Source: an optimization exercise on an open RTL-to-GDS flow (aim: small area and few clock cycles per item). Production flows keep margins and buffers that such runs may drop. In this exercise RTL edits were held to simulation tests only and were not proved equivalent to the original. No driver is modelled on the clock port, so clock power and skew are understated where the tree is cut down; a real chip needs a root buffer or a tree.

// system
module system
  #(parameter WIDTH = 24)
   (input aclk,
    input aresetn,
    input [WIDTH-1:0] s_axis_tdata,
    input s_axis_tvalid,
    output s_axis_tready,
    input s_axis_tlast,
    input [3:0] s_axis_tuser,
    output [2*WIDTH-1:0] m_axis_tdata,
    output m_axis_tvalid,
    input m_axis_tready,
    output m_axis_tlast,
    output [3:0] m_axis_tuser);
For scale: ~280 cells after synthesis, roughly 43 flip-flops, ~3100 µm² of cells after synthesis.
==> flow/config.mk <==
export PLATFORM = sky130hd
export DESIGN_NAME = system
export DESIGN_NICKNAME = system
export VERILOG_FILES = /design/flow/design.v
export SDC_FILE = /design/flow/constraint.sdc
export NUM_CORES = 4
export LEC_CHECK = 0
export CAP_MARGIN = 20
export CORE_MARGIN = 2
export CORE_UTILIZATION = 40
export SLEW_MARGIN = 20
export SYNTH_HIERARCHICAL = 1
export SYNTH_MINIMUM_KEEP_SIZE = 0
==> flow/constraint.sdc <==
create_clock -name core_clock -period 4.0 [get_ports {aclk}]
set_input_delay 0.8000 -clock core_clock [delete_from_list [all_inputs] [get_ports {aclk}]]
set_output_delay 0.8000 -clock core_clock [all_outputs]
set_load 0.01 [all_outputs]
standard.sh (not shown) runs the stock make flow with config.mk's settings and CLKGATE_MAP_FILE= SYNTH_SCRIPT=/design/flow/synth_recipe.tcl, a recipe that flattens the netlist after the stock synthesis.
==> flow/flow/run.sh <==
#!/bin/bash
# The standard layout, except that the port buffers buffer_ports inserts are
# the smallest buffer, sky130_fd_sc_hd__buf_1, instead of the cell it picks
# by default. Everything else (synthesis, floorplan, power grid, tap cells,
# CTS, routing) is the standard.sh unchanged.
set -euo pipefail
export BUFFER_PORTS_ARGS="-buffer_cell sky130_fd_sc_hd__buf_1"
bash standard.sh > standard.log 2>&1
Testbench counts at the start, summed over its fixed seeds: cycles 12,472, items 12,464.
Rerun with:
==> flow/run.sh (new file) <==
#!/bin/bash
# synth_recipe.tcl (not shown) runs the flow's synth.tcl, then flattens the netlist and writes it again
# the make line also repeats each setting of config.mk as NAME=value (left out here)
make -C /OpenROAD-flow-scripts/flow DESIGN_CONFIG=/design/flow/config.mk WORK_HOME=/design/flow/orfs CLKGATE_MAP_FILE= SYNTH_SCRIPT=/design/flow/synth_recipe.tcl finish
removed: flow/flow/run.sh
removed: flow/standard.sh
=>
- The changed run ran to the end with no violations
- critical path depth is unchanged
- worst setup slack got worse by 0.31 ns
- first-iteration DRC count came out lower by 27%
- register-to-register slack got worse by 0.02 ns

========
== run 1 ==
Another version of the RTL of system (not shown whole).
Size in the first run: ~270 cells after synthesis, ~43 flip-flops, ~88 I/O pins, roughly 3100 um^2 of cells after synthesis.
==> flow/config.mk <==
export PLATFORM = sky130hd
export DESIGN_NAME = system
export DESIGN_NICKNAME = system
export VERILOG_FILES = /design/flow/design.v
export SDC_FILE = /design/flow/constraint.sdc
export NUM_CORES = 4
export LEC_CHECK = 0
export CAP_MARGIN = 20
export CORE_MARGIN = 2
export CORE_UTILIZATION = 40
export SLEW_MARGIN = 20
export SYNTH_HIERARCHICAL = 1
export SYNTH_MINIMUM_KEEP_SIZE = 0
==> flow/constraint.sdc <==
create_clock -name core_clock -period 4.0 [get_ports {aclk}]
set_input_delay 0.8000 -clock core_clock [delete_from_list [all_inputs] [get_ports {aclk}]]
set_output_delay 0.8000 -clock core_clock [all_outputs]
set_load 0.01 [all_outputs]
==> flow/flow/run.sh <==
#!/bin/bash
# The standard layout (the standard.sh, unchanged) with these settings:
# - the port buffers that buffer_ports inserts are the smallest buffer,
#   sky130_fd_sc_hd__buf_1, instead of the cell it picks by default;
# - clock tree synthesis uses sky130_fd_sc_hd__clkbuf_8 and inserts no dummy
#   loads;
# - flow/post_cts.tcl, run at the end of the CTS step, removes the H-tree's
#   root buffer so the clock port drives the (four) leaf clock buffers
#   directly. Every register still gets its clock through one leaf buffer.
# ORFS's own logs are in orfs/logs/; make's output is in standard.log.
set -euo pipefail
export BUFFER_PORTS_ARGS="-buffer_cell sky130_fd_sc_hd__buf_1"
export CTS_ARGS="-sink_clustering_enable -repair_clock_nets -dont_use_dummy_load -buf_list sky130_fd_sc_hd__clkbuf_8"
export POST_CTS_TCL="$PWD/flow/post_cts.tcl"
bash standard.sh > standard.log 2>&1
==> flow/flow/post_cts.tcl <==
set block [ord::get_db_block]
set clk_net [$block findNet aclk]
set roots {}
foreach it [$clk_net getITerms] {
  set inst [$it getInst]
  if {[string match "sky130_fd_sc_hd__clkbuf_*" [[$inst getMaster] getName]]} {
    lappend roots $inst
  }
}
puts "post_cts: clock port drives [llength [$clk_net getITerms]] pins"
if {[llength $roots] == 1 && [llength [$clk_net getITerms]] == 1} {
  set root [lindex $roots 0]
  set out_net [[$root findITerm X] getNet]
  set leaves {}
  foreach it [$out_net getITerms] {
    if {[$it getInst] ne $root && [$it isInputSignal]} { lappend leaves $it }
  }
  set leaf_buffers 1
  foreach it $leaves {
    if {![string match "sky130_fd_sc_hd__clkbuf_*" [[[$it getInst] getMaster] getName]]} {
      set leaf_buffers 0
    }
  }
  if {[llength $leaves] <= 4 && $leaf_buffers} {
    puts "post_cts: removing root buffer [$root getName], port now drives [llength $leaves] leaf buffers"
    foreach it $leaves {
      $it disconnect
      $it connect $clk_net
    }
    odb::dbInst_destroy $root
    odb::dbNet_destroy $out_net
  } else {
    puts "post_cts: root buffer kept"
  }
}

proc clk_slew_max {} {
  set mx 0
  foreach p [get_pins -hierarchical */CLK] {
    set s [get_property $p slew_max]
    if {$s > $mx} { set mx $s }
  }
  return $mx
}

detailed_placement
check_placement -verbose
estimate_parasitics -placement
puts "post_cts: final clock-pin slew [clk_slew_max]"
report_worst_slack -max
report_worst_slack -min
Testbench counts of run 1, summed over its fixed seeds: cycles 12,472, items 12,464.
[inputs] run 2 vs run 1
- CAP_MARGIN changed from 20 to 5
- SLEW_MARGIN changed from 20 to 5
Findings:
Xor-xnor portion of the synthesized cell area: run 2 vs run 1 identical. Per the comparison of run 2 with run 1, worst setup margin has remained practically unchanged; critical path depth shows no meaningful change; tightest slew margin relative to the limit closely matched the old numbers; final area saw little to no change.
Inputs modified between run 2 and run 3:
- a change of SLEW_MARGIN from 5 to 20
- a change of CORE_UTILIZATION from 40 to 60
- a change of CAP_MARGIN from 5 to 20
--- outcome ---
Looking at register-to-register slack, run 3 sits 0.18 ns above run 2.
Row worst slack after detailed placement: run 3 higher / run 2 lower
Final weighted congestion in routability-driven placement: run 2 vs run 3 — no meaningful difference
Higher final hold slack goes to run 2 over run 3.
Going from run 2 to run 3, via count decreased 44; setup slack increased 0.087 ns.

-- port drivers added, routing unchanged --
No port has a modelled driver above. Below, the same layouts with a new extraction and two added sets of constraints.
Step 1: set_driving_cell puts a clkbuf_16 on aclk and a buf_2 on each other input, an assumption about the parent block.
Step 2, shift: input delay + t, output delay - t, t = (earliest + latest rising clock arrival at the registers) / 2. This alone moves slack from input paths to output paths.
Slacks: no drivers / after step 1 / after step 2; pairs: no drivers / after step 1.
run | t, ns | setup slack, ns | worst hold slack (ns) | latest minus earliest clock arrival (ns)
the first run of note 1 | 0.326 | 0.713 / 0.684 / 0.967 | 0.476 / 0.476 / 0.476 | 0.008 / 0.007
the second run of note 1 | 0.313 | 0.407 / 0.380 / 0.693 | 0.480 / 0.480 / 0.480 | 0.005 / 0.004
run 1 | 0.178 | 0.874 / 0.826 / 0.913 | 0.509 / 0.509 / 0.509 | 0.022 / 0.021
run 2 | 0.178 | 0.874 / 0.826 / 0.913 | 0.509 / 0.509 / 0.509 | 0.022 / 0.021
run 3 | 0.186 | 0.962 / 0.907 / 1.091 | 0.496 / 0.496 / 0.496 | 0.012 / 0.012
After both steps setup and hold are still met in every run listed.
